This is an optimization exercise on Yosys and OpenROAD, whose aim is small area, not a production implementation. RTL that was checked went through simulation tests only; none was proved equivalent to the original. For run 5, only the layout was checked, not whether the RTL still works. Power figures rest on the tool's default switching activity, not on a simulated workload.

===== flow/design.v =====
module SevenHexDecoder(
	input [3:0] i_hex,
	input i_on,
	output [6:0] o_seven_ten,
	output [6:0] o_seven_one
);
	localparam [111:0] ONES = {
		7'b0010010, 7'b0011001, 7'b0110000, 7'b0100100, 7'b1111001, 7'b1000000,
		7'b0010000, 7'b0000000, 7'b1011000, 7'b0000010, 7'b0010010, 7'b0011001,
		7'b0110000, 7'b0100100, 7'b1111001, 7'b1000000
	};
	wire ten = i_hex[3] & (i_hex[2] | i_hex[1]);
	wire [6:0] one = ONES[i_hex * 7 +: 7];
	assign o_seven_ten = i_on ? {1'b1, ten, ten, ten, 1'b0, 1'b0, ten} : 7'h7f;
	assign o_seven_one = i_on ? one : 7'h7f;
endmodule
module Debounce(
	input i_in,
	input i_clk,
	input i_rst,
	output o_neg
);
	logic       deb_r;
	logic [2:0] cnt_r;
	logic       neg_r;
	wire        flip = (cnt_r == 3'd0);
	assign o_neg = neg_r;
	always_ff @(posedge i_clk) begin
		if (i_rst) begin
			deb_r <= 1'b1;
			cnt_r <= 3'd7;
			neg_r <= 1'b0;
		end else begin
			deb_r <= deb_r ^ flip;
			cnt_r <= (i_in != deb_r) ? cnt_r - 3'd1 : 3'd7;
			neg_r <= deb_r & flip;
		end
	end
endmodule
module RngGen(
    input i_clk,
    input i_rst,
    output [3:0] o_rnd
);
    reg [3:0]  counter;
    reg [19:0] state;
    reg [2:0]  carry;
    wire [19:0] nxt;
    wire [2:0]  carry_nxt;
    RngMul mul(.x(state), .ci(carry), .y(nxt), .co(carry_nxt));
    always @(posedge i_clk) begin
        carry <= carry_nxt;
        if (i_rst) begin
            state <= '0;
            counter <= '0;
        end else if (counter == 4'd9) begin
            state <= nxt;
            counter <= '0;
        end else
            counter <= counter + 4'd1;
    end
    assign o_rnd = state[19:16];
endmodule
module RngMul(
    input  [19:0] x,
    input  [2:0]  ci,
    output [19:0] y,
    output [2:0]  co
);
    localparam SPLIT = 10;
    wire [19:0] r1, r2, s;
    wire [20:0] c1, c2, c3, c4, c5;
    genvar i;
    assign r1[3:0] = x[3:0];
    assign c1[4] = 1'b0;
    for (i = 4; i < 20; i = i + 1) begin : g_r1
        wire cin = (i == SPLIT) ? ci[0] : c1[i];
        assign r1[i]   = x[i] ^ x[i-4] ^ cin;
        assign c1[i+1] = (x[i] & x[i-4]) | (cin & (x[i] ^ x[i-4]));
    end
    assign r2[11:0] = r1[11:0];
    assign c2[12] = 1'b0;
    for (i = 12; i < 20; i = i + 1) begin : g_r2
        assign r2[i]   = r1[i] ^ x[i-12] ^ c2[i];
        assign c2[i+1] = (r1[i] & x[i-12]) | (c2[i] & (r1[i] ^ x[i-12]));
    end
    assign s[17:0] = r2[17:0];
    assign c3[18] = 1'b1;
    for (i = 18; i < 20; i = i + 1) begin : g_s
        assign s[i]    = r2[i] ^ ~x[i-18] ^ c3[i];
        assign c3[i+1] = (r2[i] & ~x[i-18]) | (c3[i] & (r2[i] ^ ~x[i-18]));
    end
    wire [19:0] t1;
    assign t1[0] = ~s[0];
    assign c4[1] = s[0];
    assign t1[1] = s[1] ^ c4[1];
    assign c4[2] = s[1] & c4[1];
    for (i = 2; i < 20; i = i + 1) begin : g_t1
        wire cin = (i == SPLIT) ? ci[1] : c4[i];
        assign t1[i]   = s[i] ^ s[i-2] ^ cin;
        assign c4[i+1] = (s[i] & s[i-2]) | (cin & (s[i] ^ s[i-2]));
    end
    assign y[4:0] = t1[4:0];
    assign c5[5] = 1'b1;
    for (i = 5; i < 20; i = i + 1) begin : g_y
        wire cin = (i == SPLIT) ? ci[2] : c5[i];
        assign y[i]    = t1[i] ^ ~s[i-5] ^ cin;
        assign c5[i+1] = (t1[i] & ~s[i-5]) | (cin & (t1[i] ^ ~s[i-5]));
    end
    assign co = {c5[SPLIT], c4[SPLIT], c1[SPLIT]};
endmodule
module Top(
    input i_clk,
    input i_rst,
    input i_start,
    output [3:0] o_random_out,
    output o_led_on
);
    reg        run, blink;
    reg [3:0]  ticks;
    reg [15:0] s_clock;
    reg [3:0]  cur_number;
    wire [3:0] random;
    RngGen rngGen(
        .i_clk(i_clk),
        .i_rst(i_rst),
        .o_rnd(random)
    );
    localparam [255:0] ROLL_END = {
        16'd47880, 16'd42561, 16'd37836, 16'd33633,
        16'd29898, 16'd26577, 16'd23625, 16'd21006,
        16'd18675, 16'd16605, 16'd14760, 16'd13122,
        16'd11664, 16'd10368, 16'd9216,  16'd8192
    };
    wire [15:0] tick_len = blink ? 16'd32768 : ROLL_END[{ticks, 4'd0} +: 16];
    wire tick_ended = &(s_clock | ~tick_len);
    wire last_tick  = blink ? (ticks == 4'd9) : (ticks == 4'd15);
    wire tick_done  = run & tick_ended;
    always @(posedge i_clk) begin
        s_clock <= (i_start | tick_done) ? 16'd0 : s_clock + 16'd1;
        ticks   <= i_start ? 4'd0 : ticks + {3'd0, tick_done};
    end
    always @(posedge i_clk) begin
        if (i_rst) begin
            run <= 1'b0;
            blink <= 1'b0;
            cur_number <= '0;
        end else if (i_start) begin
            run <= 1'b1;
            blink <= 1'b0;
        end else if (tick_done) begin
            if (!blink)
                cur_number <= random;
            if (last_tick) begin
                if (blink) run <= 1'b0;
                blink <= ~blink;
            end
        end
    end
    assign o_random_out = cur_number;
    assign o_led_on = ~(blink & ticks[0]);
endmodule
module lab1_chip(
	input        clk,
	input        rst,
	input        key0,
	output [6:0] hex0,
	output [6:0] hex1
);
	logic keydown;
	logic [3:0] random_value;
	wire led_on;
	Debounce deb0(
		.i_in(key0),
		.i_clk(clk),
		.i_rst(rst),
		.o_neg(keydown)
	);
	Top top0(
		.i_clk(clk),
		.i_rst(rst),
		.i_start(keydown),
		.o_random_out(random_value),
		.o_led_on(led_on)
	);
	SevenHexDecoder seven_dec0(
		.i_hex(random_value),
		.i_on(led_on),
		.o_seven_ten(hex1),
		.o_seven_one(hex0)
	);
endmodule

===== flow/flow/run.sh =====
#!/bin/bash
# Own layout flow: the standard synthesis, then its combinational logic re-optimised for
# area (full adders in the polarity that needs the fewest inverters, then ABC with the
# flip-flops, adders and tie cells kept as they are), then the standard flow from the
# floorplan on, with smaller clock-tree and port buffers.
set -euo pipefail
W=$PWD
F=$W/flow
R=$W/orfs/results/$FLOW_PLATFORM/lab1_chip/base
LIB=$FLOW_HOME/platforms/sky130hd/lib/sky130_fd_sc_hd__tt_025C_1v80.lib
YOSYS=$FLOW_HOME/../tools/install/yosys/bin/yosys
[ -x "$YOSYS" ] || YOSYS=yosys

bash standard.sh synth > $W/run_synth.log 2>&1
cp $R/1_2_yosys.v $W/std_1_2_yosys.v

mkdir -p $W/reopt
python3 $F/libsplit.py $LIB $W/reopt > $W/run_libsplit.log 2>&1
python3 $F/fapol.py $W/std_1_2_yosys.v $W/reopt/pol.v > $W/run_fapol.log 2>&1

DU=$(grep -o -- "-dont_use [A-Za-z0-9_]*" $W/orfs/logs/$FLOW_PLATFORM/lab1_chip/base/1_2_yosys.log | sort -u | tr '\n' ' ')
cat > $W/reopt/reopt.ys <<EOF
read_liberty -lib $W/reopt/box.lib
read_liberty -ignore_miss_func $W/reopt/logic.lib
read_verilog $W/reopt/pol.v
hierarchy -top $FLOW_TOP
flatten
opt_clean -purge
abc -liberty $LIB $DU -script "+strash;&get,-n;&deepsyn,-T,30;&put;&get,-n;&dch,-f;&nf,-R,1000,-a;&put"
opt_clean -purge
hilomap -singleton -hicell sky130_fd_sc_hd__conb_1 HI -locell sky130_fd_sc_hd__conb_1 LO
splitnets
opt_clean -purge
stat -liberty $LIB
write_verilog -noattr -nohex -nodec $W/reopt/reopt.v
EOF
$YOSYS -s $W/reopt/reopt.ys > $W/run_reopt.log 2>&1
cp $W/reopt/reopt.v $R/1_2_yosys.v
rm -f $R/1_synth.odb $R/1_synth.sdc

bash standard.sh finish \
  "CTS_ARGS=-sink_clustering_enable -repair_clock_nets -dont_use_dummy_load -buf_list sky130_fd_sc_hd__clkbuf_4" \
  "BUFFER_PORTS_ARGS=-buffer_cell sky130_fd_sc_hd__buf_1" > $W/run_finish.log 2>&1

===== flow/flow/fapol.py =====
#!/usr/bin/env python3
"""Choose, for each full adder (sky130 fa cell), whether to build it in inverted form.
A full adder is self-dual: FA(~a, ~b, ~c) = (~sum, ~cout). Inverting one moves the
inverters from some of its pins to the others; this picks the forms that leave the
fewest inverters between adders, half adders and flip-flops, where logic cannot absorb
them. A flipped adder gets an inverter on each of its five pins; the logic
re-optimisation that follows cancels the inverter pairs.
usage: fapol.py IN.v OUT.v"""
import re, sys, random

src = open(sys.argv[1]).read()
inst_re = re.compile(r'^(\s*)(sky130_fd_sc_hd__\w+)\s+(\S+)\s*\((.*?)\);', re.S | re.M)
pin_re = re.compile(r'\.(\w+)\(([^()]*)\)')

cells = []
for m in inst_re.finditer(src):
    pins = {p: n.strip() for p, n in pin_re.findall(m.group(4))}
    cells.append(dict(span=m.span(), indent=m.group(1), typ=m.group(2)[17:], name=m.group(3), pins=pins))

OUTS = ('X', 'Y', 'Q', 'Q_N', 'SUM', 'COUT', 'HI', 'LO')
drv = {}
for i, c in enumerate(cells):
    for p, n in c['pins'].items():
        if p in OUTS:
            drv[n] = (i, p)

def is_inv(c):
    return re.match(r'(clk)?inv_\d+$', c['typ']) is not None

def root(n):
    par = 0
    seen = 0
    while n in drv and is_inv(cells[drv[n][0]]) and seen < 50:
        n = cells[drv[n][0]]['pins']['A']
        par ^= 1
        seen += 1
    return n, par

fas = [i for i, c in enumerate(cells) if re.match(r'fa_\d+$', c['typ'])]
fa_idx = {i: k for k, i in enumerate(fas)}
# box input pins: (owner fa index or None, root net, parity)
box_pins = []
for i, c in enumerate(cells):
    if is_inv(c):
        continue
    t = c['typ']
    if re.match(r'fa_\d+$', t):
        names = ('A', 'B', 'CIN')
    elif re.match(r'ha_\d+$', t):
        names = ('A', 'B')
    elif 'df' in t:
        names = tuple(p for p in c['pins'] if p not in OUTS and p != 'CLK')
    else:
        continue
    for p in names:
        r, par = root(c['pins'][p])
        box_pins.append((fa_idx.get(i), r, par))

def root_flip(r, flip):
    if r in drv and drv[r][0] in fa_idx:
        return flip[fa_idx[drv[r][0]]]
    return 0

def cost(flip):
    need = set()
    for owner, r, par in box_pins:
        f = flip[owner] if owner is not None else 0
        if par ^ f ^ root_flip(r, flip):
            need.add(r)
    return len(need)

n = len(fas)
best = [0] * n
best_c = cost(best)
print('adders', n, 'inverters between boxes before', best_c)
rng = random.Random(1)
for restart in range(20):
    flip = [0] * n if restart == 0 else [rng.randint(0, 1) for _ in range(n)]
    c = cost(flip)
    improved = True
    while improved:
        improved = False
        for k in rng.sample(range(n), n):
            flip[k] ^= 1
            c2 = cost(flip)
            if c2 < c:
                c = c2
                improved = True
            else:
                flip[k] ^= 1
    if c < best_c:
        best, best_c = flip[:], c
print('after', best_c, 'flipped', sum(best))

# emit: flipped adders drive new nets, with an inverter back to the old net for
# any other load; every adder, half adder and flip-flop input is rewired to the
# root of its inverter chain, or to one shared inverter of it.
cnt = [0]
extra_wires = []
extra_invs = []
def fmt(n):
    return n + ' ' if n.startswith('\\') else n
def newnet():
    cnt[0] += 1
    w = '_fapol_%d_' % cnt[0]
    extra_wires.append(w)
    return w
avail = {}      # root net -> net carrying the root's value as the adders now give it
inv_of = {}     # net -> net carrying its inverse
for i in fas:
    if best[fa_idx[i]]:
        c = cells[i]
        for p in ('SUM', 'COUT'):
            n = c['pins'].get(p)
            if n:
                w = newnet()
                c['pins'][p] = w
                extra_invs.append((w, n))
                avail[n] = w
                inv_of[w] = n
def inv_net(n):
    if n not in inv_of:
        w = newnet()
        extra_invs.append((n, w))
        inv_of[n] = w
    return inv_of[n]
for i, c in enumerate(cells):
    if is_inv(c):
        continue
    t = c['typ']
    if re.match(r'fa_\d+$', t):
        names = ('A', 'B', 'CIN')
    elif re.match(r'ha_\d+$', t):
        names = ('A', 'B')
    elif 'df' in t:
        names = tuple(p for p in c['pins'] if p not in OUTS and p != 'CLK')
    else:
        continue
    pg = best[fa_idx[i]] if i in fa_idx else 0
    for p in names:
        r, par = root(c['pins'][p])
        pr = 1 if r in avail else 0
        base = avail.get(r, r)
        c['pins'][p] = inv_net(base) if (par ^ pg ^ pr) else base

out = []
pos = 0
for i, c in enumerate(cells):
    s, e = c['span']
    out.append(src[pos:s])
    pos = e
    body = ',\n'.join('    .%s(%s)' % (p, fmt(v)) for p, v in c['pins'].items())
    out.append('%ssky130_fd_sc_hd__%s %s (\n%s\n  );' % (c['indent'], c['typ'], c['name'], body))
rest = src[pos:]
k = rest.rfind('endmodule')
add = ''.join('  wire %s;\n' % w for w in extra_wires)
for j, (a, y) in enumerate(extra_invs):
    add += '  sky130_fd_sc_hd__inv_1 _fapol_inv_%d_ (\n    .A(%s),\n    .Y(%s)\n  );\n' % (j, fmt(a), fmt(y))
out.append(rest[:k] + add + rest[k:])
open(sys.argv[2], 'w').write(''.join(out))

===== flow/flow/libsplit.py =====
#!/usr/bin/env python3
"""Split the platform's liberty file for re-optimising a mapped netlist in Yosys:
box.lib holds the cells kept as they are (flip-flops, latches, adders, tie cells),
logic.lib the other cells, read as logic.
usage: libsplit.py LIB OUTDIR"""
import re, sys
src = open(sys.argv[1]).read()
hdr_end = re.search(r'\n\s*cell\s*\(', src).start()
hdr = src[:hdr_end]
cells = []
pos = hdr_end
pat = re.compile(r'\n\s*cell\s*\(')
while True:
    m = pat.search(src, pos)
    if not m:
        break
    j = src.index('{', m.start())
    depth, k = 1, j + 1
    while depth:
        ch = src[k]
        if ch == '{':
            depth += 1
        elif ch == '}':
            depth -= 1
        k += 1
    name = re.search(r'cell\s*\(\s*"?(\w+)"?', src[m.start():j]).group(1)
    cells.append((name, src[m.start():k]))
    pos = k
def boxed(n, body):
    return (re.search(r'__(fa|ha|conb)_', n) is not None
            or re.search(r'\b(ff|latch|statetable)\s*\(', body) is not None)
open(sys.argv[2] + '/box.lib', 'w').write(hdr + ''.join(b for n, b in cells if boxed(n, b)) + '\n}\n')
open(sys.argv[2] + '/logic.lib', 'w').write(hdr + ''.join(b for n, b in cells if not boxed(n, b)) + '\n}\n')
print(len(cells), 'cells,', sum(1 for n, b in cells if boxed(n, b)), 'boxed')

===== flow/standard.sh =====
#!/bin/bash
# synth_recipe.tcl (not shown) runs the flow's synth.tcl, then flattens the netlist and writes it again
# the make line also repeats each setting of config.mk as NAME=value (left out here)
make -C /OpenROAD-flow-scripts/flow DESIGN_CONFIG=/design/flow/config.mk WORK_HOME=/design/flow/orfs CLKGATE_MAP_FILE= SYNTH_SCRIPT=/design/flow/synth_recipe.tcl "${@:-finish}"

===== flow/config.mk =====
export PLATFORM = sky130hd
export DESIGN_NAME = lab1_chip
export DESIGN_NICKNAME = lab1_chip
export VERILOG_FILES = /design/flow/design.v
export SDC_FILE = /design/flow/constraint.sdc
export NUM_CORES = 4
export LEC_CHECK = 0
export ABC_AREA = 1
export CAP_MARGIN = 20
export CORE_MARGIN = 2
export CORE_UTILIZATION = 40
export SLEW_MARGIN = 20

===== flow/constraint.sdc =====
create_clock -name core_clock -period 7.0 [get_ports {clk}]
set_input_delay 1.4000 -clock core_clock [delete_from_list [all_inputs] [get_ports {clk}]]
set_output_delay 1.4000 -clock core_clock [all_outputs]
set_load 0.01 [all_outputs]

==> run summary, run 1 <==
status timing/DRC/antenna clean; # hold bufs at CTS 0; Power, Total 0.745 mW; Area after DPL 4010 sq um; die height 101 um; post-DP HPWL 5.80 mm; area grow syn2layout 10.6%; Final Instance Area 4140 sq um; vias per cell 5.30; yosys warns 3; Total GRT Usage 16.2%; first-pass GRT wire length 12.7 mm; fin crit period 6.75 ns; commonest cells after routing, fill and taps aside dfxtp_1, clkinv_1, fa_2, nor2_1, a21oi_1; fin crit share 96.4%; final setup vio count 0; Slew Limit Fails 0; Worst EP required 7.27 ns; cts bufs inserted 9; number of inserted diodes 0; final WL 7.34 mm; CTS tree yes; WL per Instance 14.6 um; CTS root buffer clkbuf_4; IO Pins 17; core box area 9150 sq um; syn_nets 437; Fin Setup TNS 0 ns; drt first-iter violations 41; fin util 45.2%; antenna viol nets, final 0; layout cells sized above 1 12.0%; max_slew headroom 37.5%; routed via count 2660; Worst Hold Slack 0.392 ns; Syn Inst Count 359; Avg Inst Size Synth 10.4 sq um; DIE AREA 10100 sq um; CTS clk-pin slew, worst paths 0.08 ns; total iterations of the first detailed-routing run 4; initial antenna violation count 0; FP Rows 35; PwrDens 180 nW/um^2; H-tree levels 3; clk sinks 58; CP endpoint kind register; largest net degree at the start of global routing 17; fillcell total 854; # DRC 0; GP Congestion 0.832; Worst Path Max Fanout 2; commonest non-fill, non-tap cell in the layout dfxtp_1; Final Skew 0.0348 ns; Initial Utilization 40.9%; Port Buffers 15; worst slew pin tran 0.935 ns; arrival time worst endpoint 7.02 ns; Layout Nets 471; Max Cap Violations 0; die width 101 um; Fmax 148 MHz; global route total overflow 0; clk buf depth 2; VDD IR-drop max 84.8 uV; Fin. Hold Viols 0; worst hold path type reg -> reg; worst-skew pair later-pin latency 0.40 ns; type of origin of the critical path register; Mapped Area 3740 sq um; number of global-route vias before repair 2633; kind of critical path reg -> reg; unrepaired setup endpoints after global routing false; Static Leak 1.73 nW
[worst paths after layout]
kind	endpoint	startpoint	slack (ns)	cells after the start
worst max-delay path	top0.rngGen.state[19]	top0.rngGen.state[0]	0.25	21
worst min-delay path	deb0.cnt_r[0]	deb0.cnt_r[0]	0.39	1
worst max register to register	top0.rngGen.state[19]	top0.rngGen.state[0]	0.25	21
worst min register to register	deb0.cnt_r[0]	deb0.cnt_r[0]	0.39	1
[metal layers]
metal	vias to the layer above	part of all wire [%]	global-route usage, %
met3	6	4.5	3.61
met2	53	44	23.4
li1	1308	-	-
met5	-	0	0
met4	0	0.86	6.01
met1	1293	50	23.6
[critical path: stages, from the launching register on]
cell     delay, ns
dfxtp_2       0.33
ha_2          0.18
fa_2          0.38
fa_2          0.36
fa_2          0.42
fa_2          0.37
fa_2          0.45
fa_2          0.41
fa_2          0.35
fa_2          0.36
fa_2          0.36
fa_2          0.35
fa_2          0.35
fa_2          0.35
fa_1          0.49
fa_2          0.37
xor2_1        0.15
xnor2_1       0.19
xnor2_1       0.09
nor2_1        0.12
a21oi_1       0.08
o21a_1        0.12
[state kept, by name (all words and copies together), names as in the netlist]
name                 count
top0.rngGen.carry        3
top0.rngGen.counter      4
top0.ticks               4
top0.s_clock            16
deb0.neg_r               1
top0.run                 1
deb0.cnt_r               3
top0.blink               1
top0.cur_number          4
deb0.deb_r               1
top0.rngGen.state       20
[power breakdown]
group          switching, mW  leakage, nW  total (mW)  internal [mW]
Combinational         0.0763         1.21       0.153         0.0771
Sequential            0.0524        0.476       0.427          0.375
Clock                  0.105       0.0414       0.165         0.0596
Total                  0.234         1.73       0.745          0.511
[metrics by stage]
stage                     std cells  worst slack [ns]
final                           502             0.251
after global routing            502            0.0178
after CTS                       502           0.00228
after detailed placement        493            -0.177
after global placement          493            -0.103
after floorplan                 359           0.00155
[timing repair]
action,in CTS,in global routing
gates cloned,0,0
buffers inserted,0,0
setup endpoints to repair,1,1
resized for setup,8,15
pin swaps,3,8
[final cells by class]
cell class,instances,area (sq um),share of cell area (%)
Clock buffer,9,67.6,1.63
Inverter,29,109,2.63
Multi-Input combinational cell,272,2540,61.4
Sequential cell,58,1160,28.1
Tap cell,111,139,3.36
Timing Repair Buffer,23,116,2.81
==> run 2: changes to the inputs <==
--- a/flow/design.v
+++ b/flow/design.v
@@ -67,14 +67,14 @@
     output [19:0] y,
     output [2:0]  co
 );
-    localparam SPLIT = 10;
+    localparam SPLIT_R1 = 12, SPLIT_T1 = 14, SPLIT_Y = 14;
     wire [19:0] r1, r2, s;
     wire [20:0] c1, c2, c3, c4, c5;
     genvar i;
     assign r1[3:0] = x[3:0];
     assign c1[4] = 1'b0;
     for (i = 4; i < 20; i = i + 1) begin : g_r1
-        wire cin = (i == SPLIT) ? ci[0] : c1[i];
+        wire cin = (i == SPLIT_R1) ? ci[0] : c1[i];
         assign r1[i]   = x[i] ^ x[i-4] ^ cin;
         assign c1[i+1] = (x[i] & x[i-4]) | (cin & (x[i] ^ x[i-4]));
     end
@@ -96,18 +96,18 @@
     assign t1[1] = s[1] ^ c4[1];
     assign c4[2] = s[1] & c4[1];
     for (i = 2; i < 20; i = i + 1) begin : g_t1
-        wire cin = (i == SPLIT) ? ci[1] : c4[i];
+        wire cin = (i == SPLIT_T1) ? ci[1] : c4[i];
         assign t1[i]   = s[i] ^ s[i-2] ^ cin;
         assign c4[i+1] = (s[i] & s[i-2]) | (cin & (s[i] ^ s[i-2]));
     end
     assign y[4:0] = t1[4:0];
     assign c5[5] = 1'b1;
     for (i = 5; i < 20; i = i + 1) begin : g_y
-        wire cin = (i == SPLIT) ? ci[2] : c5[i];
+        wire cin = (i == SPLIT_Y) ? ci[2] : c5[i];
         assign y[i]    = t1[i] ^ ~s[i-5] ^ cin;
         assign c5[i+1] = (t1[i] & ~s[i-5]) | (cin & (t1[i] ^ ~s[i-5]));
     end
-    assign co = {c5[SPLIT], c4[SPLIT], c1[SPLIT]};
+    assign co = {c5[SPLIT_Y], c4[SPLIT_T1], c1[SPLIT_R1]};
 endmodule
 module Top(
     input i_clk,
--- a/flow/flow/run.sh
+++ b/flow/flow/run.sh
@@ -1,8 +1,9 @@
 #!/bin/bash
 # Own layout flow: the standard synthesis, then its combinational logic re-optimised for
 # area (full adders in the polarity that needs the fewest inverters, then ABC with the
-# flip-flops, adders and tie cells kept as they are), then the standard flow from the
-# floorplan on, with smaller clock-tree and port buffers.
+# flip-flops, full adders and tie cells kept as they are and the rest, half adders too,
+# remapped), then the standard flow from the floorplan on, with smaller clock-tree and
+# port buffers.
 set -euo pipefail
 W=$PWD
 F=$W/flow
@@ -15,7 +16,7 @@
 cp $R/1_2_yosys.v $W/std_1_2_yosys.v
 
 mkdir -p $W/reopt
-python3 $F/libsplit.py $LIB $W/reopt > $W/run_libsplit.log 2>&1
+python3 $F/libsplit.py $LIB $W/reopt "fa|conb" > $W/run_libsplit.log 2>&1
 python3 $F/fapol.py $W/std_1_2_yosys.v $W/reopt/pol.v > $W/run_fapol.log 2>&1
 
 DU=$(grep -o -- "-dont_use [A-Za-z0-9_]*" $W/orfs/logs/$FLOW_PLATFORM/lab1_chip/base/1_2_yosys.log | sort -u | tr '\n' ' ')
--- a/flow/flow/fapol.py
+++ b/flow/flow/fapol.py
@@ -2,13 +2,14 @@
 """Choose, for each full adder (sky130 fa cell), whether to build it in inverted form.
 A full adder is self-dual: FA(~a, ~b, ~c) = (~sum, ~cout). Inverting one moves the
 inverters from some of its pins to the others; this picks the forms that leave the
-fewest inverters between adders, half adders and flip-flops, where logic cannot absorb
+fewest inverters between adders and flip-flops, where logic cannot absorb
 them. A flipped adder gets an inverter on each of its five pins; the logic
 re-optimisation that follows cancels the inverter pairs.
 usage: fapol.py IN.v OUT.v"""
 import re, sys, random
 
 src = open(sys.argv[1]).read()
+KEEP_HA = False  # half adders are re-optimised as logic
 inst_re = re.compile(r'^(\s*)(sky130_fd_sc_hd__\w+)\s+(\S+)\s*\((.*?)\);', re.S | re.M)
 pin_re = re.compile(r'\.(\w+)\(([^()]*)\)')
 
@@ -46,7 +47,7 @@
     t = c['typ']
     if re.match(r'fa_\d+$', t):
         names = ('A', 'B', 'CIN')
-    elif re.match(r'ha_\d+$', t):
+    elif re.match(r'ha_\d+$', t) and KEEP_HA:
         names = ('A', 'B')
     elif 'df' in t:
         names = tuple(p for p in c['pins'] if p not in OUTS and p != 'CLK')
@@ -93,7 +94,7 @@
 print('after', best_c, 'flipped', sum(best))
 
 # emit: flipped adders drive new nets, with an inverter back to the old net for
-# any other load; every adder, half adder and flip-flop input is rewired to the
+# any other load; every adder and flip-flop input is rewired to the
 # root of its inverter chain, or to one shared inverter of it.
 cnt = [0]
 extra_wires = []
@@ -130,7 +131,7 @@
     t = c['typ']
     if re.match(r'fa_\d+$', t):
         names = ('A', 'B', 'CIN')
-    elif re.match(r'ha_\d+$', t):
+    elif re.match(r'ha_\d+$', t) and KEEP_HA:
         names = ('A', 'B')
     elif 'df' in t:
         names = tuple(p for p in c['pins'] if p not in OUTS and p != 'CLK')
--- a/flow/flow/libsplit.py
+++ b/flow/flow/libsplit.py
@@ -5,6 +5,7 @@
 usage: libsplit.py LIB OUTDIR"""
 import re, sys
 src = open(sys.argv[1]).read()
+BOXED = sys.argv[3] if len(sys.argv) > 3 else 'fa|ha|conb'
 hdr_end = re.search(r'\n\s*cell\s*\(', src).start()
 hdr = src[:hdr_end]
 cells = []
@@ -27,7 +28,7 @@
     cells.append((name, src[m.start():k]))
     pos = k
 def boxed(n, body):
-    return (re.search(r'__(fa|ha|conb)_', n) is not None
+    return (re.search(r'__(%s)_' % BOXED, n) is not None
             or re.search(r'\b(ff|latch|statetable)\s*\(', body) is not None)
 open(sys.argv[2] + '/box.lib', 'w').write(hdr + ''.join(b for n, b in cells if boxed(n, b)) + '\n}\n')
 open(sys.argv[2] + '/logic.lib', 'w').write(hdr + ''.join(b for n, b in cells if not boxed(n, b)) + '\n}\n')
==> run summary, run 2 <==
status timing/DRC/antenna clean (unchanged); postcts setup bufs 0 (unchanged); max_slew headroom 40.1% (was 37.5%); Fin. Hold Viols 0 (unchanged); commonest cells after routing, fill and taps aside dfxtp_1, fa_1, nor2_1, nand2_1, a21oi_1 (was dfxtp_1, clkinv_1, fa_2, nor2_1, a21oi_1); clk buf depth 2 (unchanged); Port Buffers 15 (unchanged); PnR worst setup slack 0.423 ns (was 0.251 ns); post-cts gate resize count 0 (was 8); die width 96.5 um (was 101 um); Static Leak 1.50 nW (was 1.73 nW); layout cells sized above 1 3.06% (was 12.0%); Area after DPL 3630 sq um (was 4010 sq um); number of inserted diodes 0 (unchanged); fin crit share 94.0% (was 96.4%); unrepaired setup endpoints after global routing false (unchanged); DIE AREA 9320 sq um (was 10100 sq um); final WL 6.82 mm (was 7.34 mm); WHS Endpoint deb0.cnt_r[0] (unchanged); clk sinks 58 (unchanged); r2r endpoint top0.rngGen.state[13] (was top0.rngGen.state[19]); R2R cell count 17 (was 21); drt first-iter violations 151 (was 41); type of origin of the critical path register (unchanged); # DRC 0 (unchanged); cts bufs inserted 9 (unchanged); Syn Inst Count 333 (was 359); die height 96.5 um (was 101 um); Mapped Area 3430 sq um (was 3740 sq um); commonest non-fill, non-tap cell in the layout dfxtp_1 (unchanged); number of global-route vias before repair 2468 (was 2633); GP Congestion 0.838 (was 0.832); Fmax 152 MHz (was 148 MHz); hold path depth 1 (unchanged); CTS tree yes (unchanged); max FFs per register 20 (unchanged); kind of critical path reg -> reg (unchanged); Fin Setup TNS 0 ns (unchanged); worst slew pin tran 0.898 ns (was 0.935 ns); fin crit period 6.58 ns (was 6.75 ns); Setup WS pre-CTS 0.389 ns (was -0.177 ns); vias per cell 5.28 (was 5.30); HP Start deb0.cnt_r[0] (unchanged); area grow syn2layout 7.89% (was 10.6%); yosys warns 3 (unchanged); routed via count 2451 (was 2660); FP Rows 33 (was 35); CP endpoint kind register (unchanged); post-DP HPWL 5.26 mm (was 5.80 mm); Worst EP required 7.28 ns (was 7.27 ns); worst-skew pair later-pin latency 0.40 ns (about the same); PwrDens 182 nW/um^2 (was 180 nW/um^2); CTS root buffer clkbuf_4 (unchanged); Total GRT Usage 16.8% (was 16.2%); IO Pins 17 (unchanged); Worst Path Max Fanout 12 (was 2); global route total overflow 0 (unchanged); Initial Utilization 41.5% (was 40.9%); Most flops, register top0.rngGen.state (unchanged); # hold bufs at CTS 0 (unchanged); Avg Inst Size Synth 10.3 sq um (was 10.4 sq um); H-tree levels 3 (unchanged); Slew Limit Fails 0 (unchanged); antenna viol nets, final 0 (unchanged); RR Startpoint top0.rngGen.state[0] (unchanged); core box area 8260 sq um (was 9150 sq um); CTS clk-pin slew, worst paths 0.08 ns (about the same); total iterations of the first detailed-routing run 4 (unchanged); biggest regs top0.rngGen.state x20, top0.s_clock x16 (unchanged); largest net degree at the start of global routing 20 (was 17); WL per Instance 14.7 um (was 14.6 um); Final Instance Area 3700 sq um (was 4140 sq um); syn_nets 386 (was 437); Final Skew 0.0338 ns (was 0.0348 ns); VDD IR-drop max 74.4 uV (was 84.8 uV); initial antenna violation count 0 (unchanged); final setup vio count 0 (unchanged); first-pass GRT wire length 11.8 mm (was 12.7 mm); Layout Nets 414 (was 471); worst hold path type reg -> reg (unchanged); arrival time worst endpoint 6.86 ns (was 7.02 ns); Max Cap Violations 0 (unchanged); FF-to-FF setup slack 0.42 ns (was 0.25 ns)
run 2: changes by cell type in the layout (fill, tap and decap cells not counted), sizes merged, moves of 5 or more:
cell and change:
xor2 +5, buf -6, and3 -6, o21ai +5, and2 +7, ha -25, clkinv -13
run 2: worst max-delay path by stage:
stage | to | cells past startpoint | from | slack (ns)
global route | top0.rngGen.state[19] | 18 | top0.rngGen.state[0] | 0.08
CTS | top0.rngGen.state[13] | 17 | top0.rngGen.state[0] | 0.40
finish | top0.rngGen.state[13] | 17 | top0.rngGen.state[0] | 0.42
detailed placement | top0.rngGen.state[13] | 17 | top0.rngGen.state[0] | 0.39
global placement | top0.rngGen.state[13] | 17 | top0.rngGen.state[0] | 0.55
floorplan | top0.rngGen.state[13] | 17 | top0.rngGen.state[0] | 0.65
run 2: layout make-up:
type	count	area (sq um)
Multi-Input combinational cell	259	2200
Inverter	16	60.1
Clock buffer	9	67.6
Sequential cell	58	1160
Tap cell	105	131
Timing Repair Buffer	17	71.3
Fill cell	830	4560
run 2: worst max-delay path, cell delays in order, from the launching register on:
cell      delay, ns
dfxtp_1        0.45
and2_0         0.27
fa_1           0.46
fa_1           0.46
fa_1           0.43
fa_1           0.41
fa_1           0.38
fa_1           0.50
clkinv_1       0.09
fa_1           0.44
fa_1           0.39
fa_1           0.39
fa_1           0.39
fa_1           0.38
fa_1           0.38
clkinv_1       0.07
fa_1           0.40
a22o_1         0.20
run 2: power breakdown:
group,internal [mW],switching [mW]
clock network,0.0597,0.109
registers,0.370,0.0413
logic,0.0468,0.0460
total,0.476,0.196
run 2: routing by layer:
layer / part of all wire [%] / global-route usage, % / wire (um)
met4: 2.2 / 7.75 / 148
met2: 47 / 26.9 / 3180
met1: 48 / 22.1 / 3240
met3: 3.7 / 3.34 / 250
met5: 0 / 0 / 0
run 2: stage by stage:
step	util, %	hold WS [ns]	instances	power (mW)
2_1_floorplan	-	0.388	333	0.484
3_3_place_gp	43.9	0.399	455	0.507
3_5_place_dp	43.9	0.406	455	0.511
4_1_cts	44.8	0.424	464	0.677
5_1_grt	44.8	0.460	464	0.713
6_report	44.8	0.417	464	0.672
==> run 3: changes to the inputs <==
--- a/flow/design.v
+++ b/flow/design.v
@@ -116,8 +116,7 @@
     output [3:0] o_random_out,
     output o_led_on
 );
-    reg        run, blink;
-    reg [3:0]  ticks;
+    reg [4:0]  phase;
     reg [15:0] s_clock;
     reg [3:0]  cur_number;
     wire [3:0] random;
@@ -126,39 +125,33 @@
         .i_rst(i_rst),
         .o_rnd(random)
     );
+    wire idle  = phase[4] & phase[3] & (phase[2] | phase[1]);
+    wire blink = phase[4] & ~idle;
     localparam [255:0] ROLL_END = {
         16'd47880, 16'd42561, 16'd37836, 16'd33633,
         16'd29898, 16'd26577, 16'd23625, 16'd21006,
         16'd18675, 16'd16605, 16'd14760, 16'd13122,
         16'd11664, 16'd10368, 16'd9216,  16'd8192
     };
-    wire [15:0] tick_len = blink ? 16'd32768 : ROLL_END[{ticks, 4'd0} +: 16];
+    wire [15:0] tick_len = phase[4] ? 16'd32768 : ROLL_END[{phase[3:0], 4'd0} +: 16];
     wire tick_ended = &(s_clock | ~tick_len);
-    wire last_tick  = blink ? (ticks == 4'd9) : (ticks == 4'd15);
-    wire tick_done  = run & tick_ended;
-    always @(posedge i_clk) begin
+    wire tick_done  = ~idle & tick_ended;
+    always @(posedge i_clk)
         s_clock <= (i_start | tick_done) ? 16'd0 : s_clock + 16'd1;
-        ticks   <= i_start ? 4'd0 : ticks + {3'd0, tick_done};
-    end
     always @(posedge i_clk) begin
         if (i_rst) begin
-            run <= 1'b0;
-            blink <= 1'b0;
+            phase <= 5'd26;
             cur_number <= '0;
         end else if (i_start) begin
-            run <= 1'b1;
-            blink <= 1'b0;
+            phase <= 5'd0;
         end else if (tick_done) begin
-            if (!blink)
+            phase <= phase + 5'd1;
+            if (!phase[4])
                 cur_number <= random;
-            if (last_tick) begin
-                if (blink) run <= 1'b0;
-                blink <= ~blink;
-            end
         end
     end
     assign o_random_out = cur_number;
-    assign o_led_on = ~(blink & ticks[0]);
+    assign o_led_on = ~(blink & phase[0]);
 endmodule
 module lab1_chip(
 	input        clk,
--- a/flow/config.mk
+++ b/flow/config.mk
@@ -8,5 +8,6 @@
 export ABC_AREA = 1
 export CAP_MARGIN = 20
 export CORE_MARGIN = 2
-export CORE_UTILIZATION = 40
+export CORE_UTILIZATION = 65
+export PLACE_DENSITY = 0.75
 export SLEW_MARGIN = 20
==> run summary, run 3 <==
status timing/DRC/antenna clean (unchanged); IO Pins 17 (unchanged); die height 76.2 um (was 96.5 um); FF-to-FF setup slack 0.57 ns (was 0.42 ns); Most flops, register top0.rngGen.state (unchanged); Final Instance Area 3620 sq um (was 3700 sq um); Net Switching 0.152 mW (was 0.196 mW); Worst Hold Slack 0.427 ns (was 0.417 ns); number of inserted diodes 0 (unchanged); CTS root buffer clkbuf_4 (unchanged); worst hold path type reg -> reg (unchanged); fin crit period 6.43 ns (was 6.58 ns); Slowest cell on crit path fa_1 (unchanged); Flop pwr share 62.4% (was 61.2%); DIE AREA 5810 sq um (was 9320 sq um); drt first-iter violations 125 (was 151); GP Congestion 0.883 (was 0.838); R2R cell count 17 (unchanged); Pint 0.431 mW (was 0.476 mW); CTS clk-pin slew, worst paths 0.09 ns (was 0.08 ns); antenna viol nets, final 0 (unchanged); WL per Instance 16.4 um (was 14.7 um); Fin Setup TNS 0 ns (unchanged); initial antenna violation count 0 (unchanged); r2r endpoint top0.rngGen.state[13] (unchanged); first-pass GRT wire length 12.0 mm (was 11.8 mm); Gate power share 9.6% (was 13.8%); post-cts gate resize count 0 (unchanged); Final Skew 0.0160 ns (was 0.0338 ns); clk buf depth 2 (unchanged); clk sinks 57 (was 58); Sw Ratio 26.1% (was 29.2%); # hold bufs at CTS 0 (unchanged); area grow syn2layout 6.90% (was 7.89%); fillcell total 405 (was 830); arrival time worst endpoint 6.72 ns (was 6.86 ns); power share of the clock group 28.0% (was 25.0%); worst-skew pair later-pin latency 0.39 ns (was 0.40 ns); Worst Path Max Fanout 2 (was 12); yosys warns 3 (unchanged); Worst EP required 7.29 ns (was 7.28 ns); final WL 7.06 mm (was 6.82 mm); FP Rows 26 (was 33); CP endpoint kind register (unchanged); Power, Total 0.583 mW (was 0.672 mW); type of origin of the critical path register (unchanged); Mapped Area 3390 sq um (was 3430 sq um); post-DP HPWL 5.49 mm (was 5.26 mm); Fin. Hold Viols 0 (unchanged); CTS tree yes (unchanged); crit-path cells and2_0, fa_1, fa_1, fa_1, fa_1, fa_1, clkinv_1, fa_1, fa_1, fa_1, fa_1, fa_1, fa_1, fa_1, clkinv_1, fa_1, a22o_1 (was and2_0, fa_1, fa_1, fa_1, fa_1, fa_1, fa_1, clkinv_1, fa_1, fa_1, fa_1, fa_1, fa_1, fa_1, clkinv_1, fa_1, a22o_1); global route total overflow 0 (unchanged); Setup WS pre-CTS 0.555 ns (was 0.389 ns); Post-Layout Cell Count 430 (was 464); H-tree levels 3 (unchanged); Slew Limit Fails 0 (unchanged); unrepaired setup endpoints after global routing false (unchanged); commonest cells after routing, fill and taps aside dfxtp_1, fa_1, nand2_1, nor2_1, o21ai_0 (was dfxtp_1, fa_1, nor2_1, nand2_1, a21oi_1); fin crit share 91.8% (was 94.0%); worst slew pin tran 0.892 ns (was 0.898 ns); Static Leak 1.48 nW (was 1.50 nW); Placed Cells 421 (was 455); Crit path largest cell delay 0.49 ns (was 0.50 ns); Avg Inst Size Synth 10.2 sq um (was 10.3 sq um); commonest non-fill, non-tap cell in the layout dfxtp_1 (unchanged); hold path depth 1 (unchanged); syn_nets 386 (unchanged); number of global-route vias before repair 2490 (was 2468); Syn Inst Count 333 (unchanged); # DRC 0 (unchanged); vias per cell 5.80 (was 5.28); Port Buffers 15 (unchanged); Area after DPL 3560 sq um (was 3630 sq um); Initial Utilization 66.8% (was 41.5%); routed via count 2494 (was 2451); WHS Endpoint deb0.cnt_r[0] (unchanged); Layout Nets 415 (was 414); largest net degree at the start of global routing 17 (was 20); multi-input logic area 2180 sq um (was 2200 sq um); Reg area 1140 sq um (was 1160 sq um); VDD IR-drop max 122 uV (was 74.4 uV); PwrDens 161 nW/um^2 (was 182 nW/um^2); kind of critical path reg -> reg (unchanged); Top cell by count, worst path fa_1 (unchanged); layout cells sized above 1 3.33% (was 3.06%); RR Startpoint top0.rngGen.state[0] (unchanged); PnR worst setup slack 0.572 ns (was 0.423 ns); core box area 5070 sq um (was 8260 sq um); biggest regs top0.rngGen.state x20, top0.s_clock x16, top0.phase x5 (was top0.rngGen.state x20, top0.s_clock x16); cts bufs inserted 9 (unchanged); HP Start deb0.cnt_r[0] (unchanged); postcts setup bufs 0 (unchanged); total iterations of the first detailed-routing run 5 (was 4); Fmax 156 MHz (was 152 MHz); max_slew headroom 40.5% (was 40.1%); final setup vio count 0 (unchanged); die width 76.2 um (was 96.5 um); max FFs per register 20 (unchanged); Total GRT Usage 27.1% (was 16.8%); fin util 71.4% (was 44.8%); Max Cap Violations 0 (unchanged)
[run 3: worst max-delay path by stage]
stage,startpoint,end,slack [ns],cells after the start
2_1_floorplan,top0.rngGen.state[0],top0.rngGen.state[13],0.59,17
3_3_place_gp,top0.rngGen.state[0],top0.rngGen.state[13],0.68,17
3_5_place_dp,top0.rngGen.state[0],top0.rngGen.state[13],0.55,16
4_1_cts,top0.rngGen.state[0],top0.rngGen.state[13],0.56,17
5_1_grt,top0.rngGen.state[0],top0.rngGen.state[13],0.34,16
6_report,top0.rngGen.state[0],top0.rngGen.state[13],0.57,17
[run 3: final cells by class]
type	count	share of cell area, %
multi-input cells	258	60.2
flip-flops and latches	57	31.5
well taps	70	2.42
repair buffers	18	2.17
clock buffers	9	1.86
inverters	18	1.86
[run 3: power by group through the flow]
stage	logic, mW	clock network (mW)	registers (mW)
after floorplan	0.0473	0	0.365
after global placement	0.0536	0	0.372
after detailed placement	0.0557	0	0.372
after CTS	0.0568	0.169	0.364
after global routing	0.0640	0.182	0.367
final	0.0560	0.163	0.364
[run 3: worst max-delay path: cells and delay by family, from the launching register on]
family                   cells  cell delay (ns)
AND/OR/NAND/NOR              1             0.17
buffers and inverters        2             0.15
flip-flops                   1             0.32
AO/OA/AOI/OAI                1             0.20
adder cells (fa/ha/maj)     13             5.49
[run 3: layer usage]
metal,wire [um],part of all wire [%],global-route usage (%)
met1,2850,40,31.6
met2,3800,54,47.6
met3,287,4.1,7.70
met4,129,1.8,10.2
met5,0,0,0
==> run 4: changes to the inputs <==
--- a/flow/config.mk
+++ b/flow/config.mk
@@ -8,6 +8,5 @@
 export ABC_AREA = 1
 export CAP_MARGIN = 20
 export CORE_MARGIN = 2
-export CORE_UTILIZATION = 65
-export PLACE_DENSITY = 0.75
+export CORE_UTILIZATION = 40
 export SLEW_MARGIN = 20
==> run summary, run 4 <==
kind of critical path reg -> reg (unchanged); Syn Inst Count 333 (unchanged); clk sinks 57 (unchanged); fin crit share 91.5% (was 91.8%); commonest cells after routing, fill and taps aside dfxtp_1, fa_1, nand2_1, nor2_1, o21ai_0 (unchanged); Worst Path Max Fanout 2 (unchanged); max_slew headroom 41.1% (was 40.5%); layout cells sized above 1 3.33% (unchanged); largest net degree at the start of global routing 17 (unchanged); Slew Limit Fails 0 (unchanged); post-DP HPWL 5.27 mm (was 5.49 mm); routed via count 2401 (was 2494); Static Leak 1.48 nW (unchanged); Avg Inst Size Synth 10.2 sq um (unchanged); Worst Hold Slack 0.423 ns (was 0.427 ns); drt first-iter violations 98 (was 125); H-tree levels 3 (unchanged); Max Cap Violations 0 (unchanged); final setup vio count 0 (unchanged); Post-Layout Cell Count 465 (was 430); total iterations of the first detailed-routing run 4 (was 5); VDD IR-drop max 85.2 uV (was 122 uV); fin util 44.6% (was 71.4%); first-pass GRT wire length 11.7 mm (was 12.0 mm); # hold bufs at CTS 0 (unchanged); number of global-route vias before repair 2396 (was 2490); Initial Utilization 41.3% (was 66.8%); die width 96.1 um (was 76.2 um); worst-skew pair later-pin latency 0.40 ns (was 0.39 ns); postcts setup bufs 0 (unchanged); cts bufs inserted 9 (unchanged); Power, Total 0.588 mW (was 0.583 mW); max FFs per register 20 (unchanged); Most flops, register top0.rngGen.state (unchanged); Fin Setup TNS 0 ns (unchanged); commonest non-fill, non-tap cell in the layout dfxtp_1 (unchanged); Placed Cells 456 (was 421); antenna viol nets, final 0 (unchanged); core box area 8220 sq um (was 5070 sq um); worst slew pin tran 0.884 ns (was 0.892 ns); Final Skew 0.0315 ns (was 0.0160 ns); Worst EP required 7.29 ns (about the same); IO Pins 17 (unchanged); WL per Instance 14.6 um (was 16.4 um); worst hold path type reg -> reg (unchanged); Fin. Hold Viols 0 (unchanged); number of inserted diodes 0 (unchanged); yosys warns 3 (unchanged); PwrDens 160 nW/um^2 (was 161 nW/um^2); final WL 6.77 mm (was 7.06 mm); area grow syn2layout 8.19% (was 6.90%); die height 96.1 um (was 76.2 um); post-cts gate resize count 0 (unchanged); Port Buffers 15 (unchanged); FP Rows 33 (was 26); HP Start deb0.cnt_r[0] (unchanged); global route total overflow 0 (unchanged); unrepaired setup endpoints after global routing false (unchanged); vias per cell 5.16 (was 5.80); CP endpoint kind register (unchanged); clk buf depth 2 (unchanged); syn_nets 386 (unchanged); RR Startpoint top0.rngGen.state[1] (was top0.rngGen.state[0]); arrival time worst endpoint 6.69 ns (was 6.72 ns); # DRC 0 (unchanged); CTS root buffer clkbuf_4 (unchanged); type of origin of the critical path register (unchanged); status timing/DRC/antenna clean (unchanged); Mapped Area 3390 sq um (unchanged); biggest regs top0.rngGen.state x20, top0.s_clock x16, top0.phase x5 (unchanged); Layout Nets 415 (unchanged); Worst Setup SP top0.rngGen.state[1] (was top0.rngGen.state[0]); Fmax 156 MHz (about the same); fin crit period 6.41 ns (was 6.43 ns); GP Congestion 0.869 (was 0.883); CTS clk-pin slew, worst paths 0.09 ns (about the same); Total GRT Usage 16.8% (was 27.1%); CTS tree yes (unchanged); initial antenna violation count 0 (unchanged); DIE AREA 9230 sq um (was 5810 sq um)
## run 4: stage by stage
stage               setup slack, ns  cell area, sq um
global placement              0.653              3600
detailed placement            0.546              3600
global route                  0.348              3670
finish                        0.593              3670
floorplan                     0.591              3390
CTS                           0.534              3670
## run 4: worst max-delay path, stage by stage, from the launching register on
cell and delay (ns):
dfxtp_1 0.32, and2_0 0.15, fa_1 0.45, fa_1 0.45, fa_1 0.42, fa_1 0.42
fa_1 0.50, clkinv_1 0.09, fa_1 0.45, fa_1 0.43, fa_1 0.43, fa_1 0.40
fa_1 0.38, fa_1 0.38, fa_1 0.37, clkinv_1 0.06, fa_1 0.39, a22o_1 0.19
## run 4: final cells by class
class                   instances  area, sq um
fillers                       807         4550
multi-input cells             258         2180
flip-flops and latches         57         1140
repair buffers                 18         78.8
clock buffers                   9         67.6
well taps                     105          131
inverters                      18         67.6
## run 4: path summary, 6_finish.rpt
path / cells past startpoint / to / slack (ns)
worst max-delay path: 17 / top0.rngGen.state[13] / 0.59
worst min-delay path: 1 / deb0.cnt_r[0] / 0.42
worst max register to register: 17 / top0.rngGen.state[13] / 0.59
worst min register to register: 1 / deb0.cnt_r[0] / 0.42
## run 4: per-layer routing
layer	up-vias	part of all wire, %	global-route usage [%]
met1	1160	47	22.5
met5	-	0	0
met4	0	0.97	4.05
met3	6	3.5	4.46
li1	1199	-	-
met2	36	49	27.3
## run 4: report_power, final
group | switching [mW] | leakage, nW | internal [mW]
clock | 0.107 | 0.0414 | 0.0597
combinational | 0.0274 | 0.975 | 0.0279
sequential | 0.0216 | 0.463 | 0.344
total | 0.156 | 1.48 | 0.431
==> run 5: changes to the inputs <==
--- a/flow/design.v
+++ b/flow/design.v
@@ -44,70 +44,68 @@
 );
     reg [3:0]  counter;
     reg [19:0] state;
-    reg [2:0]  carry;
+    reg [3:0]  held;
+    reg        carry;
     wire [19:0] nxt;
-    wire [2:0]  carry_nxt;
-    RngMul mul(.x(state), .ci(carry), .y(nxt), .co(carry_nxt));
+    wire        carry_nxt;
+    wire last = (counter == 4'd9);
+    RngMulW mul(.x(state), .inc(counter[3]), .ci(carry), .y(nxt), .co(carry_nxt));
     always @(posedge i_clk) begin
         carry <= carry_nxt;
         if (i_rst) begin
             state <= '0;
             counter <= '0;
-        end else if (counter == 4'd9) begin
-            state <= nxt;
-            counter <= '0;
-        end else
-            counter <= counter + 4'd1;
+            held <= '0;
+        end else begin
+            counter <= last ? 4'd0 : counter + 4'd1;
+            if (counter[0])
+                state <= nxt;
+            if (last)
+                held <= nxt[19:16];
+        end
     end
-    assign o_rnd = state[19:16];
+    assign o_rnd = held;
 endmodule
-module RngMul(
+module RngMulW(
     input  [19:0] x,
-    input  [2:0]  ci,
+    input         inc,
+    input         ci,
     output [19:0] y,
-    output [2:0]  co
+    output        co
 );
-    localparam SPLIT_R1 = 12, SPLIT_T1 = 14, SPLIT_Y = 14;
-    wire [19:0] r1, r2, s;
-    wire [20:0] c1, c2, c3, c4, c5;
+    localparam SPLIT = 12;
     genvar i;
-    assign r1[3:0] = x[3:0];
-    assign c1[4] = 1'b0;
-    for (i = 4; i < 20; i = i + 1) begin : g_r1
-        wire cin = (i == SPLIT_R1) ? ci[0] : c1[i];
-        assign r1[i]   = x[i] ^ x[i-4] ^ cin;
-        assign c1[i+1] = (x[i] & x[i-4]) | (cin & (x[i] ^ x[i-4]));
+    wire [19:0] t1, t;
+    wire [20:0] c1, c2, c3, c4;
+    assign t1[8:0] = x[8:0];
+    assign c1[9] = 1'b0;
+    for (i = 9; i < 20; i = i + 1) begin : g_t1
+        assign t1[i]   = x[i] ^ x[i-9] ^ c1[i];
+        assign c1[i+1] = (x[i] & x[i-9]) | (c1[i] & (x[i] ^ x[i-9]));
     end
-    assign r2[11:0] = r1[11:0];
-    assign c2[12] = 1'b0;
-    for (i = 12; i < 20; i = i + 1) begin : g_r2
-        assign r2[i]   = r1[i] ^ x[i-12] ^ c2[i];
-        assign c2[i+1] = (r1[i] & x[i-12]) | (c2[i] & (r1[i] ^ x[i-12]));
+    assign t[14:0] = t1[14:0];
+    assign c2[15] = 1'b1;
+    for (i = 15; i < 20; i = i + 1) begin : g_t
+        assign t[i]    = t1[i] ^ ~x[i-15] ^ c2[i];
+        assign c2[i+1] = (t1[i] & ~x[i-15]) | (c2[i] & (t1[i] ^ ~x[i-15]));
     end
-    assign s[17:0] = r2[17:0];
-    assign c3[18] = 1'b1;
-    for (i = 18; i < 20; i = i + 1) begin : g_s
-        assign s[i]    = r2[i] ^ ~x[i-18] ^ c3[i];
-        assign c3[i+1] = (r2[i] & ~x[i-18]) | (c3[i] & (r2[i] ^ ~x[i-18]));
+    wire [19:0] y1;
+    assign y1[0] = t[0] ^ inc;
+    assign c3[1] = t[0] & inc;
+    assign y1[1] = t[1] ^ c3[1];
+    assign c3[2] = t[1] & c3[1];
+    for (i = 2; i < 20; i = i + 1) begin : g_y1
+        wire cin = (i == SPLIT) ? ci : c3[i];
+        assign y1[i]   = t[i] ^ t[i-2] ^ cin;
+        assign c3[i+1] = (t[i] & t[i-2]) | (cin & (t[i] ^ t[i-2]));
     end
-    wire [19:0] t1;
-    assign t1[0] = ~s[0];
-    assign c4[1] = s[0];
-    assign t1[1] = s[1] ^ c4[1];
-    assign c4[2] = s[1] & c4[1];
-    for (i = 2; i < 20; i = i + 1) begin : g_t1
-        wire cin = (i == SPLIT_T1) ? ci[1] : c4[i];
-        assign t1[i]   = s[i] ^ s[i-2] ^ cin;
-        assign c4[i+1] = (s[i] & s[i-2]) | (cin & (s[i] ^ s[i-2]));
+    assign y[11:0] = y1[11:0];
+    assign c4[12] = 1'b1;
+    for (i = 12; i < 20; i = i + 1) begin : g_y
+        assign y[i]    = y1[i] ^ ~t[i-12] ^ c4[i];
+        assign c4[i+1] = (y1[i] & ~t[i-12]) | (c4[i] & (y1[i] ^ ~t[i-12]));
     end
-    assign y[4:0] = t1[4:0];
-    assign c5[5] = 1'b1;
-    for (i = 5; i < 20; i = i + 1) begin : g_y
-        wire cin = (i == SPLIT_Y) ? ci[2] : c5[i];
-        assign y[i]    = t1[i] ^ ~s[i-5] ^ cin;
-        assign c5[i+1] = (t1[i] & ~s[i-5]) | (cin & (t1[i] ^ ~s[i-5]));
-    end
-    assign co = {c5[SPLIT_Y], c4[SPLIT_T1], c1[SPLIT_R1]};
+    assign co = c3[SPLIT];
 endmodule
 module Top(
     input i_clk,
--- a/flow/config.mk
+++ b/flow/config.mk
@@ -8,5 +8,6 @@
 export ABC_AREA = 1
 export CAP_MARGIN = 20
 export CORE_MARGIN = 2
-export CORE_UTILIZATION = 40
+export CORE_UTILIZATION = 65
+export PLACE_DENSITY = 0.75
 export SLEW_MARGIN = 20
==> run summary, run 5 <==
Syn Inst Count 329 (was 333); r2r endpoint top0.rngGen.held[3] (was top0.rngGen.state[13]); clk sinks 59 (was 57); Most flops, register top0.rngGen.state (unchanged); fin crit period 6.78 ns (was 6.41 ns); WL met2 2.91 mm (was 3.32 mm); Fin Setup TNS 0 ns (unchanged); max_slew headroom 42.0% (was 41.1%); Slew Limit Fails 0 (unchanged); number of inserted diodes 0 (unchanged); Max Used Layer met4 (unchanged); worst slew pin tran 0.870 ns (was 0.884 ns); Crit path largest cell delay 0.60 ns (was 0.50 ns); IO Pins 17 (unchanged); arrival time worst endpoint 7.05 ns (was 6.69 ns); fin crit share 96.8% (was 91.5%); Fmax 148 MHz (was 156 MHz); Mapped Area 3150 sq um (was 3390 sq um); Max Cap Violations 0 (unchanged); antenna viol nets, final 0 (unchanged); CTS clk-pin slew, worst paths 0.09 ns (about the same); Top cell by count, worst path fa_1 (unchanged); Worst EP required 7.28 ns (was 7.29 ns); total stage count of the critical path 20 (was 17); core box area 4690 sq um (was 8220 sq um); Setup WS pre-CTS 0.151 ns (was 0.546 ns); H-tree levels 3 (unchanged); final setup vio count 0 (unchanged); CTS tree yes (unchanged); drt first-iter violations 138 (was 98); M1 WL 2.71 mm (was 3.15 mm); VDD IR-drop max 126 uV (was 85.2 uV); clk buf depth 2 (unchanged); first-pass GRT wire length 9.94 mm (was 11.7 mm); # hold bufs at CTS 0 (unchanged); worst-skew pair later-pin latency 0.40 ns (about the same); post-DP HPWL 4.49 mm (was 5.27 mm); Total GRT Usage 24.7% (was 16.8%); delay-heaviest family, CP adder cells (unchanged); fin util 72.3% (was 44.6%); # DRC 0 (unchanged); routed via count 2385 (was 2401); fillcell total 383 (was 807); layout cells sized above 1 5.03% (was 3.33%); die width 73.6 um (was 96.1 um); die height 73.6 um (was 96.1 um); FP Rows 25 (was 33); CP endpoint kind register (unchanged); PnR worst setup slack 0.224 ns (was 0.593 ns); crit-path cells and2_1, fa_1, fa_2, fa_1, fa_1, fa_1, fa_1, fa_1, clkinv_1, fa_2, fa_1, fa_1, fa_1, fa_2, xnor2_2, xnor2_1, xnor2_1, nand2_1, xor2_1, o21ai_0 (was and2_0, fa_1, fa_1, fa_1, fa_1, fa_1, clkinv_1, fa_1, fa_1, fa_1, fa_1, fa_1, fa_1, fa_1, clkinv_1, fa_1, a22o_1); Layout Nets 398 (was 415); Power, Total 0.604 mW (was 0.588 mW); Static Leak 1.33 nW (was 1.48 nW); initial antenna violation count 0 (unchanged); WL per Instance 14.7 um (was 14.6 um); number of global-route vias before repair 2133 (was 2396); largest net degree at the start of global routing 18 (was 17); status timing/DRC/antenna clean (unchanged); GP Congestion 0.831 (was 0.869); area grow syn2layout 7.75% (was 8.19%); CTS root buffer clkbuf_4 (unchanged); RR Startpoint top0.rngGen.state[9] (was top0.rngGen.state[1]); Worst Setup SP top0.rngGen.state[9] (was top0.rngGen.state[1]); PwrDens 178 nW/um^2 (was 160 nW/um^2); global route total overflow 0 (unchanged); Port Buffers 15 (unchanged); cts bufs inserted 9 (unchanged); CP Capture Point top0.rngGen.held[3] (was top0.rngGen.state[13]); Fin. Hold Viols 0 (unchanged); worst hold path type reg -> reg (unchanged); Worst Path Max Fanout 4 (was 2); final WL 6.05 mm (was 6.77 mm); DIE AREA 5420 sq um (was 9230 sq um); max FFs per register 20 (unchanged); Initial Utilization 67.1% (was 41.3%); metal3 WL 275 um (was 236 um); Worst Hold Slack 0.428 ns (was 0.423 ns); kind of critical path reg -> reg (unchanged); type of origin of the critical path register (unchanged); R2R cell count 20 (was 17); vias per cell 5.79 (was 5.16); commonest non-fill, non-tap cell in the layout dfxtp_1 (unchanged); commonest cells after routing, fill and taps aside dfxtp_1, nand2_1, fa_1, nor2_1, o21ai_0 (was dfxtp_1, fa_1, nand2_1, nor2_1, o21ai_0); biggest regs top0.rngGen.state x20, top0.s_clock x16, top0.phase x5 (unchanged); Avg Inst Size Synth 9.57 sq um (was 10.2 sq um); yosys warns 3 (unchanged); total iterations of the first detailed-routing run 4 (unchanged); worst path bufs/invs 1 (was 2); syn_nets 367 (was 386); Final Skew 0.0154 ns (was 0.0315 ns); Slowest cell on crit path fa_2 (was fa_1); FF-to-FF setup slack 0.22 ns (was 0.59 ns)
## run 5: changes by cell type in the layout (fill, tap and decap cells not counted), sizes merged, moves of 3 or more
cell	delta
fa	-15
nand2	+4
nor2	+3
o21ai	+6
and2	-4
nand3	+6
a211oi	+3
## run 5: repair_timing
item / in CTS / in global routing
setup buffers: 0 / 1
endpoints found under the setup margin: 0 / 2
resized for setup: 0 / 5
## run 5: final cells by class
| class | count | area, sq um | area share [%] |
|---|---|---|---|
| timing repair buffer | 20 | 93.8 | 2.77 |
| tap | 54 | 67.6 | 1.99 |
| clock buffer | 9 | 67.6 | 1.99 |
| inverter | 19 | 71.3 | 2.10 |
| sequential | 59 | 1180 | 34.8 |
| multi-input combinational | 251 | 1910 | 56.3 |
## run 5: worst min path at each step
stage	start	endpoint	depth (start not counted)
final	deb0.cnt_r[0]	deb0.cnt_r[0]	1
after global routing	deb0.cnt_r[0]	deb0.cnt_r[0]	1
after CTS	deb0.cnt_r[0]	deb0.cnt_r[0]	1
after detailed placement	deb0.cnt_r[0]	deb0.cnt_r[0]	1
after global placement	deb0.cnt_r[0]	deb0.cnt_r[0]	1
after floorplan	deb0.cnt_r[0]	deb0.cnt_r[0]	1
## run 5: per-layer routing
layer / vias to the layer above / global-route usage (%)
li1: 1193 / -
met1: 1116 / 33.0
met2: 60 / 38.0
met3: 16 / 5.76
met4: 0 / 11.7
met5: - / 0
## run 5: report_power, final
group,switching [mW],internal (mW)
Combinational,0.0313,0.0263
Clock,0.110,0.0596
Sequential,0.0216,0.355
## run 5: stage by stage
stage          cells  cell area (sq um)
6_report         412               3390
5_1_grt          412               3390
4_1_cts          411               3370
3_5_place_dp     402               3300
3_3_place_gp     402               3300
2_1_floorplan    329               3150
==> run 6: changes to the inputs <==
--- a/flow/design.v
+++ b/flow/design.v
@@ -45,9 +45,9 @@
     reg [3:0]  counter;
     reg [19:0] state;
     reg [3:0]  held;
-    reg        carry;
+    reg [1:0]  carry;
     wire [19:0] nxt;
-    wire        carry_nxt;
+    wire [1:0]  carry_nxt;
     wire last = (counter == 4'd9);
     RngMulW mul(.x(state), .inc(counter[3]), .ci(carry), .y(nxt), .co(carry_nxt));
     always @(posedge i_clk) begin
@@ -69,9 +69,9 @@
 module RngMulW(
     input  [19:0] x,
     input         inc,
-    input         ci,
+    input  [1:0]  ci,
     output [19:0] y,
-    output        co
+    output [1:0]  co
 );
     localparam SPLIT = 12;
     genvar i;
@@ -80,8 +80,9 @@
     assign t1[8:0] = x[8:0];
     assign c1[9] = 1'b0;
     for (i = 9; i < 20; i = i + 1) begin : g_t1
-        assign t1[i]   = x[i] ^ x[i-9] ^ c1[i];
-        assign c1[i+1] = (x[i] & x[i-9]) | (c1[i] & (x[i] ^ x[i-9]));
+        wire cin = (i == SPLIT) ? ci[0] : c1[i];
+        assign t1[i]   = x[i] ^ x[i-9] ^ cin;
+        assign c1[i+1] = (x[i] & x[i-9]) | (cin & (x[i] ^ x[i-9]));
     end
     assign t[14:0] = t1[14:0];
     assign c2[15] = 1'b1;
@@ -95,7 +96,7 @@
     assign y1[1] = t[1] ^ c3[1];
     assign c3[2] = t[1] & c3[1];
     for (i = 2; i < 20; i = i + 1) begin : g_y1
-        wire cin = (i == SPLIT) ? ci : c3[i];
+        wire cin = (i == SPLIT) ? ci[1] : c3[i];
         assign y1[i]   = t[i] ^ t[i-2] ^ cin;
         assign c3[i+1] = (t[i] & t[i-2]) | (cin & (t[i] ^ t[i-2]));
     end
@@ -105,7 +106,7 @@
         assign y[i]    = y1[i] ^ ~t[i-12] ^ c4[i];
         assign c4[i+1] = (y1[i] & ~t[i-12]) | (c4[i] & (y1[i] ^ ~t[i-12]));
     end
-    assign co = c3[SPLIT];
+    assign co = {c3[SPLIT], c1[SPLIT]};
 endmodule
 module Top(
     input i_clk,
--- a/flow/config.mk
+++ b/flow/config.mk
@@ -8,6 +8,5 @@
 export ABC_AREA = 1
 export CAP_MARGIN = 20
 export CORE_MARGIN = 2
-export CORE_UTILIZATION = 65
-export PLACE_DENSITY = 0.75
+export CORE_UTILIZATION = 40
 export SLEW_MARGIN = 20
==> run summary, run 6 <==
status timing/DRC/antenna clean (unchanged); r2r endpoint top0.rngGen.held[3] (unchanged); first-pass GRT wire length 11.0 mm (was 9.94 mm); fillcell total 756 (was 383); cts bufs inserted 9 (unchanged); CP endpoint kind register (unchanged); H-tree levels 3 (unchanged); worst slew pin tran 0.704 ns (was 0.870 ns); CTS tree yes (unchanged); global route total overflow 0 (unchanged); Mapped Area 3130 sq um (was 3150 sq um); yosys warns 3 (unchanged); biggest regs top0.rngGen.state x20, top0.s_clock x16, top0.phase x5 (unchanged); area grow syn2layout 8.50% (was 7.75%); post-cts gate resize count 0 (unchanged); commonest non-fill, non-tap cell in the layout dfxtp_1 (unchanged); FF-to-FF setup slack 1.08 ns (was 0.22 ns); Initial Utilization 41.0% (was 67.1%); fin crit period 5.92 ns (was 6.78 ns); Worst EP required 7.28 ns (about the same); vias per cell 5.18 (was 5.79); Final Skew 0.0408 ns (was 0.0154 ns); clk buf depth 2 (unchanged); Worst Path Max Fanout 6 (was 4); final WL 6.09 mm (was 6.05 mm); fin crit share 84.6% (was 96.8%); # hold bufs at CTS 0 (unchanged); Most flops, register top0.rngGen.state (unchanged); Static Leak 1.35 nW (was 1.33 nW); Fin Setup TNS 0 ns (unchanged); number of inserted diodes 0 (unchanged); kind of critical path reg -> reg (unchanged); Max Cap Violations 0 (unchanged); Placed Cells 437 (was 402); RR Startpoint top0.rngGen.state[3] (was top0.rngGen.state[9]); IO Pins 17 (unchanged); Area after DPL 3330 sq um (was 3300 sq um); Syn Inst Count 318 (was 329); Post-Layout Cell Count 446 (was 412); hold path depth 1 (unchanged); clk sinks 60 (was 59); WHS Endpoint deb0.cnt_r[0] (unchanged); commonest cells after routing, fill and taps aside dfxtp_1, nand2_1, fa_1, nor2_1, o21ai_0 (unchanged); die height 92.5 um (was 73.6 um); die width 92.5 um (was 73.6 um); Port Buffers 15 (unchanged); PnR worst setup slack 1.08 ns (was 0.224 ns); routed via count 2310 (was 2385); initial antenna violation count 0 (unchanged); final setup vio count 0 (unchanged); FP Rows 32 (was 25); Avg Inst Size Synth 9.86 sq um (was 9.57 sq um); VDD IR-drop max 76.1 uV (was 126 uV); Final Instance Area 3400 sq um (was 3390 sq um); layout cells sized above 1 3.20% (was 5.03%); Slew Limit Fails 0 (unchanged); PwrDens 193 nW/um^2 (was 178 nW/um^2); syn_nets 356 (was 367); core box area 7650 sq um (was 4690 sq um); CTS clk-pin slew, worst paths 0.09 ns (about the same); post-DP HPWL 4.58 mm (was 4.49 mm); total iterations of the first detailed-routing run 4 (unchanged); Fmax 169 MHz (was 148 MHz); R2R cell count 17 (was 20); GP Congestion 0.831 (about the same); max FFs per register 20 (unchanged); unrepaired setup endpoints after global routing false; HP Start deb0.cnt_r[0] (unchanged); WL per Instance 13.7 um (was 14.7 um); number of global-route vias before repair 2319 (was 2133); # DRC 0 (unchanged); CTS root buffer clkbuf_4 (unchanged); Layout Nets 384 (was 398); worst-skew pair later-pin latency 0.41 ns (was 0.40 ns); Worst Hold Slack 0.418 ns (was 0.428 ns); antenna viol nets, final 0 (unchanged); drt first-iter violations 111 (was 138); max_slew headroom 53.0% (was 42.0%); DIE AREA 8560 sq um (was 5420 sq um); largest net degree at the start of global routing 19 (was 18); Total GRT Usage 16.5% (was 24.7%); Setup WS pre-CTS 1.11 ns (was 0.151 ns); worst hold path type reg -> reg (unchanged); Fin. Hold Viols 0 (unchanged); postcts setup bufs 0 (unchanged); type of origin of the critical path register (unchanged); arrival time worst endpoint 6.21 ns (was 7.05 ns)
[run 6: area by class of cell]
cell class / instances / area, sq um / area share (%)
Multi-Input combinational cell: 244 / 1880 / 55.3
Sequential cell: 60 / 1200 / 35.3
Tap cell: 102 / 128 / 3.75
Timing Repair Buffer: 17 / 71.3 / 2.10
Clock buffer: 9 / 67.6 / 1.99
Inverter: 14 / 52.6 / 1.55
[run 6: worst max path at each step]
stage / depth (start not counted) / from / slack (ns) / endpoint
global placement: 17 / top0.rngGen.state[3] / 1.27 / top0.rngGen.held[3]
CTS: 17 / top0.rngGen.state[3] / 1.07 / top0.rngGen.held[3]
floorplan: 17 / top0.rngGen.state[3] / 1.40 / top0.rngGen.held[3]
global route: 17 / top0.rngGen.state[3] / 0.81 / top0.rngGen.held[3]
finish: 17 / top0.rngGen.state[3] / 1.08 / top0.rngGen.held[3]
detailed placement: 17 / top0.rngGen.state[3] / 1.11 / top0.rngGen.held[3]
[run 6: per-layer routing]
| metal | vias to the layer above | share of wire [%] | track usage [%] |
|---|---|---|---|
| met4 | 0 | 2.2 | 7.46 |
| met2 | 46 | 44 | 25.9 |
| met1 | 1092 | 50 | 21.8 |
| met3 | 13 | 3.9 | 3.50 |
| li1 | 1159 | - | - |
| met5 | - | 0 | 0 |
[run 6: power breakdown]
part           leakage (nW)  switching [mW]  internal [mW]
combinational         0.821          0.0391         0.0356
sequential            0.490          0.0382          0.370
clock                0.0414           0.112         0.0597
[run 6: worst max-delay path, stage by stage, from the launching register on]
cell and delay, ns:
dfxtp_1 0.43, fa_1 0.45, fa_1 0.41, fa_1 0.40, fa_1 0.42, fa_1 0.50
clkinv_1 0.08, fa_1 0.59, fa_1 0.47, fa_1 0.42, fa_1 0.40, fa_1 0.39
xor2_1 0.21, xnor2_1 0.16, xnor2_1 0.13, nand2_1 0.08, xor2_1 0.18, o21ai_0 0.09
[run 6: metrics by stage]
| stage | total power [mW] | utilization (%) |
|---|---|---|
| floorplan | 0.465 | - |
| global placement | 0.487 | 43.6 |
| detailed placement | 0.490 | 43.6 |
| CTS | 0.662 | 44.5 |
| global route | 0.695 | 44.5 |
| finish | 0.655 | 44.5 |
